This is an optimization exercise on Yosys and OpenROAD, whose aim is small area, a short achievable clock period and few clock cycles, not a production implementation.
Where RTL was checked, it was by simulation tests only, not by an equivalence proof against the original.
Power figures rest on the tool's default switching activity, not on a simulated workload.

## juniper
==> flow/design.v <==
`timescale 1ns / 1ps
module core(
	input CLK,
	input RST,
	output wire [31:0]  imem_addr,
	input       [31:0]  imem_data,
	output wire         dmem_read,
	output wire         dmem_write,
	output wire [31:0]  dmem_addr,
	output wire [31:0]  dmem_wdata,
	output wire [3:0]   dmem_mask,
	input       [31:0]  dmem_rdata
);
	reg  [31:2] pc_f;              
	reg  [31:0] ir;                
	reg  [31:2] pc_d;              
	reg         v_d;               
	reg  [31:1] s1, s2;            
	reg         x_v;               
	reg  [31:0] x_a, x_b, x_c;     
	reg  [4:0]  x_rd;
	reg         x_we, x_ld, x_st, x_br, x_jalr, x_link, x_pred;
	reg  [2:0]  x_f3;              
	reg  [2:0]  x_rsel;            
	reg  [5:0]  x_rdc;             
	reg         x_rj;
	reg         x_sub, x_sra;
	reg  [31:0] m_res;             
	reg  [31:0] m_wd;              
	reg  [3:0]  m_mask;
	reg  [4:0]  m_rd;
	reg         m_we, m_ld, m_st;
	reg  [2:0]  m_f3;
	reg  [31:0] rf [1:31];
	assign imem_addr = {pc_f, 2'b00};
	assign dmem_read  = m_ld;
	assign dmem_write = m_st;
	assign dmem_addr  = {m_res[31:2], 2'b00};
	assign dmem_wdata = m_wd;
	assign dmem_mask  = m_mask;
	wire [7:0]  ld_b = m_res[1] ? (m_res[0] ? dmem_rdata[31:24] : dmem_rdata[23:16])
	                            : (m_res[0] ? dmem_rdata[15:8]  : dmem_rdata[7:0]);
	wire [15:0] ld_h = m_res[1] ? dmem_rdata[31:16] : dmem_rdata[15:0];
	wire [31:0] ld_v = m_f3[1] ? dmem_rdata :
	                   m_f3[0] ? {{16{~m_f3[2] & ld_h[15]}}, ld_h} :
	                             {{24{~m_f3[2] & ld_b[7]}}, ld_b};
	wire [31:0] wb = m_ld ? ld_v : m_res;
	always @(posedge CLK) begin
		if (m_we) rf[m_rd] <= wb;
	end
	wire [4:0] rs1 = ir[19:15];
	wire [4:0] rs2 = ir[24:20];
	wire [4:0] rd  = ir[11:7];
	wire [2:0] f3  = ir[14:12];
	wire d_jal  = ir[6] & ir[3];
	wire d_jalr = ir[6] & ir[2] & ~ir[3];
	wire d_br   = ir[6] & ~ir[2];
	wire d_u    = ~ir[6] & ir[2];
	wire d_lui  = d_u & ir[5];
	wire d_alu  = ~ir[6] & ~ir[2] & ir[4];
	wire d_op   = d_alu & ir[5];
	wire d_mem  = ~ir[6] & ~ir[2] & ~ir[4];
	wire d_st   = d_mem & ir[5];
	wire d_ld   = d_mem & ~ir[5];
	wire use1 = ~d_u & ~d_jal;
	wire use2 = d_br | d_st | d_op;
	wire d_we = ~d_br & ~d_st & (rd != 5'd0);
	reg [31:0] rf1, rf2;
	integer k, q;
	always @(*) begin
		rf1 = 32'd0;
		rf2 = 32'd0;
		for (k = 1; k < 32; k = k + 1) begin
			if (s1[k]) rf1 = rf1 | rf[k];
			if (s2[k]) rf2 = rf2 | rf[k];
		end
	end
	wire [31:0] r1 = (m_we && !m_ld && m_rd == rs1) ? m_res : rf1;
	wire [31:0] r2 = (m_we && !m_ld && m_rd == rs2) ? m_res : rf2;
	wire x1 = x_v & x_we & (rs1 == x_rd);
	wire x2 = x_v & x_we & (rs2 == x_rd);
	wire l1 = m_ld & m_we & (rs1 == m_rd);
	wire l2 = m_ld & m_we & (rs2 == m_rd);
	wire [31:0] imm_b = d_u  ? {ir[31:12], 12'd0} :
	                    d_st ? {{20{ir[31]}}, ir[31:25], ir[11:7]} :
	                           {{20{ir[31]}}, ir[31:20]};
	wire [31:2] imm_t = d_jal ? {{12{ir[31]}}, ir[19:12], ir[20], ir[30:22]}
	                          : {{20{ir[31]}}, ir[7], ir[30:25], ir[11:9]};
	wire [31:2] tgt_d = pc_d + imm_t;
	wire d_pred = d_br & ir[31];
	wire ld_use = x_v & x_ld & x_we & ((use1 & rs1 == x_rd) | (use2 & rs2 == x_rd));
	wire stall  = v_d & ld_use;
	wire [31:0] xa = x_a;
	wire [31:0] xb = x_b;
	wire [31:0] xc = x_c;
	wire [31:0] bb  = x_sub ? ~xb : xb;
	wire [32:0] sum = {1'b0, xa} + {1'b0, bb} + {32'd0, x_sub};
	wire ltu = ~sum[32];
	wire lt  = (xa[31] ^ xb[31]) ? xa[31] : sum[31];
	wire eq  = (xa == xb);
	wire left = ~x_rsel[2];
	reg [31:0] a_rev, s_rev;
	integer j, j2;
	always @(*) for (j = 0; j < 32; j = j + 1) a_rev[j] = xa[31 - j];
	wire [31:0] s_in = left ? a_rev : xa;
	wire [32:0] s_ext = {x_sra & xa[31], s_in};
	wire [32:0] s_out = $signed(s_ext) >>> xb[4:0];
	always @(*) for (j2 = 0; j2 < 32; j2 = j2 + 1) s_rev[j2] = s_out[31 - j2];
	wire [31:0] shv = left ? s_rev : s_out[31:0];
	reg [31:0] res;
	always @(*) begin
		case (x_rsel)
			3'b000: res = sum[31:0];
			3'b001: res = shv;
			3'b010: res = {31'd0, lt};
			3'b011: res = {31'd0, ltu};
			3'b100: res = xa ^ xb;
			3'b101: res = shv;
			3'b110: res = xa | xb;
			default: res = xa & xb;
		endcase
		if (x_link) res = x_c;
	end
	wire redirect_x = x_rj | (x_rdc[0] & eq) | (x_rdc[1] & ~eq) | (x_rdc[2] & lt) |
	                  (x_rdc[3] & ~lt) | (x_rdc[4] & ltu) | (x_rdc[5] & ~ltu);
	wire [31:2] tgt_x = x_jalr ? sum[31:2] : x_c[31:2];
	wire redirect_d = v_d & (d_jal | d_pred) & ~stall & ~redirect_x;
	wire [1:0] lo = sum[1:0];
	wire [3:0] mask = x_f3[1] ? 4'b1111 :
	                  x_f3[0] ? (lo[1] ? 4'b1100 : 4'b0011) :
	                  (4'b0001 << lo);
	wire [31:0] wd = x_f3[1] ? xc : x_f3[0] ? {2{xc[15:0]}} : {4{xc[7:0]}};
	always @(posedge CLK or posedge RST) begin
		if (RST) begin
			pc_f <= 30'd0;
			v_d  <= 1'b0;
			x_v  <= 1'b0;
			x_rj <= 1'b0;
			x_rdc <= 6'b000000;
			m_we <= 1'b0;
			m_ld <= 1'b0;
			m_st <= 1'b0;
		end else begin
			if (redirect_x)      pc_f <= tgt_x;
			else if (stall)      pc_f <= pc_d;
			else if (redirect_d) pc_f <= tgt_d;
			else                 pc_f <= pc_f + 30'd1;
			v_d  <= ~(redirect_x | stall | redirect_d);
			x_v  <= v_d & ~stall & ~redirect_x;
			x_rj <= v_d & ~stall & ~redirect_x & d_jalr;
			x_rdc <= (v_d & ~stall & ~redirect_x & d_br) ?
			         ({f3[2] & f3[1], f3[2] & f3[1], f3[2] & ~f3[1], f3[2] & ~f3[1], ~f3[2], ~f3[2]} &
			          ((f3[0] ^ ir[31]) ? 6'b101010 : 6'b010101)) : 6'b000000;
			m_we <= x_v & x_we;
			m_ld <= x_v & x_ld;
			m_st <= x_v & x_st;
		end
	end
	always @(posedge CLK) begin
		ir   <= imem_data;
		for (q = 1; q < 32; q = q + 1) begin
			s1[q] <= (imem_data[19:15] == q);
			s2[q] <= (imem_data[24:20] == q);
		end
		pc_d <= pc_f;
		x_a    <= (use1 & x1) ? res : (use1 & l1) ? ld_v :
		          d_u ? (d_lui ? 32'd0 : {pc_d, 2'b00}) : r1;
		x_b    <= ((d_op | d_br) & x2) ? res : ((d_op | d_br) & l2) ? ld_v :
		          (d_op | d_br) ? r2 : imm_b;
		x_c    <= (d_st & x2) ? res : (d_st & l2) ? ld_v :
		          d_st ? r2 : ((d_br & ~ir[31]) ? {tgt_d, 2'b00} : {pc_f, 2'b00});
		x_rd   <= rd;
		x_we   <= d_we;
		x_ld   <= d_ld;
		x_st   <= d_st;
		x_br   <= d_br;
		x_jalr <= d_jalr;
		x_link <= d_jal | d_jalr;
		x_pred <= d_pred;
		x_f3   <= f3;
		x_rsel <= d_alu ? f3 : 3'b000;
		x_sub  <= d_br | (d_alu & f3[2:1] == 2'b01) | (d_op & f3 == 3'b000 & ir[30]);
		x_sra  <= ir[30];
		m_res  <= res;
		m_wd   <= wd;
		m_mask <= mask;
		m_rd   <= x_rd;
		m_f3   <= x_f3;
	end
endmodule
Settings: LEC_CHECK=0, CAP_MARGIN=30, CORE_MARGIN=2, CORE_UTILIZATION=50, CTS_CLUSTER_DIAMETER=70, CTS_CLUSTER_SIZE=24, SLEW_MARGIN=30; clock period 13.0 ns.
standard.sh (not shown) runs the stock make flow with config.mk's settings and CLKGATE_MAP_FILE= SYNTH_SCRIPT=/design/flow/synth_recipe.tcl, a recipe that flattens the netlist after the stock synthesis.
==> flow/flow/run.sh <==
#!/bin/bash
# Standard ORFS layout; timing repair aims well below the clock period.
bash standard.sh SETUP_SLACK_MARGIN=9.0 "BUFFER_PORTS_ARGS=-buffer_cell sky130_fd_sc_hd__buf_2" finish > standard.log 2>&1
Testbench counts of juniper, summed over its fixed seeds: cycles 19,814.
Input changes introduced in ember (baseline for comparison: juniper):
--- a/flow/design.v
+++ b/flow/design.v
@@ -16,5 +16,4 @@
 	reg  [31:2] pc_d;              
 	reg         v_d;               
-	reg  [31:1] s1, s2;            
 	reg         x_v;               
 	reg  [31:0] x_a, x_b, x_c;     
@@ -25,4 +24,6 @@
 	reg  [5:0]  x_rdc;             
 	reg         x_rj;
+	reg  [5:0]  x_sk;              
+	wire        squash;            
 	reg         x_sub, x_sra;
 	reg  [31:0] m_res;             
@@ -31,4 +32,5 @@
 	reg  [4:0]  m_rd;
 	reg         m_we, m_ld, m_st;
+	reg         m_ldi;             
 	reg  [2:0]  m_f3;
 	reg  [31:0] rf [1:31];
@@ -45,5 +47,5 @@
 	                   m_f3[0] ? {{16{~m_f3[2] & ld_h[15]}}, ld_h} :
 	                             {{24{~m_f3[2] & ld_b[7]}}, ld_b};
-	wire [31:0] wb = m_ld ? ld_v : m_res;
+	wire [31:0] wb = m_ldi ? ld_v : m_res;
 	always @(posedge CLK) begin
 		if (m_we) rf[m_rd] <= wb;
@@ -67,19 +69,19 @@
 	wire d_we = ~d_br & ~d_st & (rd != 5'd0);
 	reg [31:0] rf1, rf2;
-	integer k, q;
+	integer k;
 	always @(*) begin
 		rf1 = 32'd0;
 		rf2 = 32'd0;
 		for (k = 1; k < 32; k = k + 1) begin
-			if (s1[k]) rf1 = rf1 | rf[k];
-			if (s2[k]) rf2 = rf2 | rf[k];
+			if (rs1 == k) rf1 = rf1 | rf[k];
+			if (rs2 == k) rf2 = rf2 | rf[k];
 		end
 	end
-	wire [31:0] r1 = (m_we && !m_ld && m_rd == rs1) ? m_res : rf1;
-	wire [31:0] r2 = (m_we && !m_ld && m_rd == rs2) ? m_res : rf2;
+	wire [31:0] r1 = (m_we && !m_ldi && m_rd == rs1) ? m_res : rf1;
+	wire [31:0] r2 = (m_we && !m_ldi && m_rd == rs2) ? m_res : rf2;
 	wire x1 = x_v & x_we & (rs1 == x_rd);
 	wire x2 = x_v & x_we & (rs2 == x_rd);
-	wire l1 = m_ld & m_we & (rs1 == m_rd);
-	wire l2 = m_ld & m_we & (rs2 == m_rd);
+	wire l1 = m_ldi & m_we & (rs1 == m_rd);
+	wire l2 = m_ldi & m_we & (rs2 == m_rd);
 	wire [31:0] imm_b = d_u  ? {ir[31:12], 12'd0} :
 	                    d_st ? {{20{ir[31]}}, ir[31:25], ir[11:7]} :
@@ -88,7 +90,9 @@
 	                          : {{20{ir[31]}}, ir[7], ir[30:25], ir[11:9]};
 	wire [31:2] tgt_d = pc_d + imm_t;
+	wire d_to4 = (imm_t == 30'd1);
+	wire d_to8 = (imm_t == 30'd2);
 	wire d_pred = d_br & ir[31];
 	wire ld_use = x_v & x_ld & x_we & ((use1 & rs1 == x_rd) | (use2 & rs2 == x_rd));
-	wire stall  = v_d & ld_use;
+	wire stall  = v_d & ld_use & ~squash;
 	wire [31:0] xa = x_a;
 	wire [31:0] xb = x_b;
@@ -122,8 +126,10 @@
 		if (x_link) res = x_c;
 	end
+	assign squash = (x_sk[0] & eq) | (x_sk[1] & ~eq) | (x_sk[2] & lt) |
+	              (x_sk[3] & ~lt) | (x_sk[4] & ltu) | (x_sk[5] & ~ltu);
 	wire redirect_x = x_rj | (x_rdc[0] & eq) | (x_rdc[1] & ~eq) | (x_rdc[2] & lt) |
 	                  (x_rdc[3] & ~lt) | (x_rdc[4] & ltu) | (x_rdc[5] & ~ltu);
 	wire [31:2] tgt_x = x_jalr ? sum[31:2] : x_c[31:2];
-	wire redirect_d = v_d & (d_jal | d_pred) & ~stall & ~redirect_x;
+	wire redirect_d = v_d & ((d_jal & ~d_to4) | d_pred) & ~stall & ~redirect_x & ~squash;
 	wire [1:0] lo = sum[1:0];
 	wire [3:0] mask = x_f3[1] ? 4'b1111 :
@@ -138,4 +144,5 @@
 			x_rj <= 1'b0;
 			x_rdc <= 6'b000000;
+			x_sk <= 6'b000000;
 			m_we <= 1'b0;
 			m_ld <= 1'b0;
@@ -147,9 +154,12 @@
 			else                 pc_f <= pc_f + 30'd1;
 			v_d  <= ~(redirect_x | stall | redirect_d);
-			x_v  <= v_d & ~stall & ~redirect_x;
-			x_rj <= v_d & ~stall & ~redirect_x & d_jalr;
-			x_rdc <= (v_d & ~stall & ~redirect_x & d_br) ?
+			x_v  <= v_d & ~stall & ~redirect_x & ~squash;
+			x_rj <= v_d & ~stall & ~redirect_x & ~squash & d_jalr;
+			x_rdc <= (v_d & ~stall & ~redirect_x & ~squash & d_br & ~d_to4 & ~d_to8) ?
 			         ({f3[2] & f3[1], f3[2] & f3[1], f3[2] & ~f3[1], f3[2] & ~f3[1], ~f3[2], ~f3[2]} &
 			          ((f3[0] ^ ir[31]) ? 6'b101010 : 6'b010101)) : 6'b000000;
+			x_sk <= (v_d & ~stall & ~redirect_x & ~squash & d_br & d_to8) ?
+			         ({f3[2] & f3[1], f3[2] & f3[1], f3[2] & ~f3[1], f3[2] & ~f3[1], ~f3[2], ~f3[2]} &
+			          (f3[0] ? 6'b101010 : 6'b010101)) : 6'b000000;
 			m_we <= x_v & x_we;
 			m_ld <= x_v & x_ld;
@@ -159,8 +169,4 @@
 	always @(posedge CLK) begin
 		ir   <= imem_data;
-		for (q = 1; q < 32; q = q + 1) begin
-			s1[q] <= (imem_data[19:15] == q);
-			s2[q] <= (imem_data[24:20] == q);
-		end
 		pc_d <= pc_f;
 		x_a    <= (use1 & x1) ? res : (use1 & l1) ? ld_v :
@@ -186,4 +192,5 @@
 		m_mask <= mask;
 		m_rd   <= x_rd;
+		m_ldi  <= x_ld;
 		m_f3   <= x_f3;
 	end
## What came out
- ember: flow completed, timing, DRC and antenna clean
- As far as area share of fa/ha/maj cells after synthesis is concerned, juniper and ember perform about the same.
- Sort juniper and ember by via total after detailed routing, ascending, and juniper comes first.
- ember: cell area higher than juniper
- Sequential cell count, juniper and ember, higher one = juniper.
- In ember the number of clock buffers in the layout turned out 10 lower than in juniper.
- Going from juniper to ember, the global-route usage was found to have gone down by 0.29 points.
- Against juniper, ember comes in 2.6 points higher on layout-stage area growth over the synthesis result.
- On portion of total power attributed to combinational logic, the lower figure sits with juniper, not ember.
- Going from juniper to ember, the core utilization was found to have gone up by 1.4 points.
- Summary of the comparison: sequential area share after synthesis is lower in ember, relative to juniper.
- Summary — routed wirelength normalized by instance count, ember relative to juniper: lower, by about 2.4%.
- Compared to juniper, ember has total wirelength of the detailed-routed design 1.3% lower.
- Sequential share of layout area, juniper and ember, higher one = juniper.
- ember: number of gates on the worst path with buffers counted is 4 higher than what juniper reported.
Only the layout flow was run in ember; the RTL was not checked for function there.

* * *

RTL: the design.v shown in full above, as it stands there.
clock: 13.0 ns
lec_check: 0
cap_margin: 20
core_margin: 2
core_utilization: 50
cts_cluster_diameter: 70
cts_cluster_size: 24
slew_margin: 20
==> flow/flow/run.sh <==
#!/bin/bash
# Standard ORFS layout; timing repair aims well below the clock period.
bash standard.sh SETUP_SLACK_MARGIN=9.0  finish > standard.log 2>&1
Testbench counts at the start, summed over its fixed seeds: cycles 19,814.
Rerun with:
--- a/flow/design.v
+++ b/flow/design.v
@@ -19,12 +19,13 @@
 	reg         x_v;               
 	reg  [31:0] x_a, x_b, x_c;     
 	reg  [4:0]  x_rd;
 	reg         x_we, x_ld, x_st, x_br, x_jalr, x_link, x_pred;
 	reg  [2:0]  x_f3;              
 	reg  [2:0]  x_rsel;            
+	reg  [7:0]  x_rs;              
 	reg  [5:0]  x_rdc;             
 	reg         x_rj;
 	reg         x_sub, x_sra;
 	reg  [31:0] m_res;             
 	reg  [31:0] m_wd;              
 	reg  [3:0]  m_mask;
@@ -104,26 +105,19 @@
 	always @(*) for (j = 0; j < 32; j = j + 1) a_rev[j] = xa[31 - j];
 	wire [31:0] s_in = left ? a_rev : xa;
 	wire [32:0] s_ext = {x_sra & xa[31], s_in};
 	wire [32:0] s_out = $signed(s_ext) >>> xb[4:0];
 	always @(*) for (j2 = 0; j2 < 32; j2 = j2 + 1) s_rev[j2] = s_out[31 - j2];
 	wire [31:0] shv = left ? s_rev : s_out[31:0];
-	reg [31:0] res;
-	always @(*) begin
-		case (x_rsel)
-			3'b000: res = sum[31:0];
-			3'b001: res = shv;
-			3'b010: res = {31'd0, lt};
-			3'b011: res = {31'd0, ltu};
-			3'b100: res = xa ^ xb;
-			3'b101: res = shv;
-			3'b110: res = xa | xb;
-			default: res = xa & xb;
-		endcase
-		if (x_link) res = x_c;
-	end
+	wire [31:0] res = ({32{x_rs[0]}} & sum[31:0]) |
+	                  ({32{x_rs[1]}} & shv) |
+	                  {31'd0, (x_rs[2] & lt) | (x_rs[3] & ltu)} |
+	                  ({32{x_rs[4]}} & (xa ^ xb)) |
+	                  ({32{x_rs[5]}} & (xa | xb)) |
+	                  ({32{x_rs[6]}} & (xa & xb)) |
+	                  ({32{x_rs[7]}} & x_c);
 	wire redirect_x = x_rj | (x_rdc[0] & eq) | (x_rdc[1] & ~eq) | (x_rdc[2] & lt) |
 	                  (x_rdc[3] & ~lt) | (x_rdc[4] & ltu) | (x_rdc[5] & ~ltu);
 	wire [31:2] tgt_x = x_jalr ? sum[31:2] : x_c[31:2];
 	wire redirect_d = v_d & (d_jal | d_pred) & ~stall & ~redirect_x;
 	wire [1:0] lo = sum[1:0];
 	wire [3:0] mask = x_f3[1] ? 4'b1111 :
@@ -176,12 +170,20 @@
 		x_br   <= d_br;
 		x_jalr <= d_jalr;
 		x_link <= d_jal | d_jalr;
 		x_pred <= d_pred;
 		x_f3   <= f3;
 		x_rsel <= d_alu ? f3 : 3'b000;
+		x_rs   <= (d_jal | d_jalr) ? 8'b1000_0000 :
+		          ~d_alu           ? 8'b0000_0001 :
+		          (f3 == 3'b000)   ? 8'b0000_0001 :
+		          (f3 == 3'b001 || f3 == 3'b101) ? 8'b0000_0010 :
+		          (f3 == 3'b010)   ? 8'b0000_0100 :
+		          (f3 == 3'b011)   ? 8'b0000_1000 :
+		          (f3 == 3'b100)   ? 8'b0001_0000 :
+		          (f3 == 3'b110)   ? 8'b0010_0000 : 8'b0100_0000;
 		x_sub  <= d_br | (d_alu & f3[2:1] == 2'b01) | (d_op & f3 == 3'b000 & ir[30]);
 		x_sra  <= ir[30];
 		m_res  <= res;
 		m_wd   <= wd;
 		m_mask <= mask;
 		m_rd   <= x_rd;
The changed run completed with no timing, DRC or antenna violations.
Worst setup slack gets worse by 110 ps.
Synthesized cell count goes down by 3.0%.
First-iteration DRC count goes up by 1.6%.
Clock-buffer cell count goes up by 7.
Cell count goes down by 1.8%.
Die area goes down by 0.44%.
Sequential share of layout area goes up by 0.59 points.
Power goes up by 0.43%.
Sequential cell count goes up by 5.
Global-route usage goes down by 0.30 points.
No functional check of the RTL was part of the second run of this note.

## separate check: timing with driven ports
The flow's constraints put no driver on any port. The routed layouts listed below were extracted and timed again, unchanged, in two steps. Step 1: set_driving_cell puts a clkbuf_16 on CLK and a buf_2 on each other input, an assumption about the parent block. Step 2, shift: input delay + t, output delay - t, t = (earliest + latest rising clock arrival at the registers) / 2. This alone moves slack from input paths to output paths. a / b / c = ideal ports / drivers / drivers and shift; a / b = the first two.
| run | t, ns | setup slack, ns | latest minus earliest clock arrival (ns) | cell pins on the clock port's net |
|---|---|---|---|---|
| juniper | 0.831 | 8.838 / 8.757 / 8.103 | 0.101 / 0.101 | 1 |
| ember | 0.827 | 8.800 / 8.842 / 8.015 | 0.086 / 0.086 | 1 |
| the first run of note 2 | 0.848 | 8.945 / 8.903 / 8.176 | 0.074 / 0.073 | 1 |
| the second run of note 2 | 0.838 | 8.839 / 8.892 / 8.054 | 0.074 / 0.074 | 1 |
After both steps setup and hold are still met in every run listed.
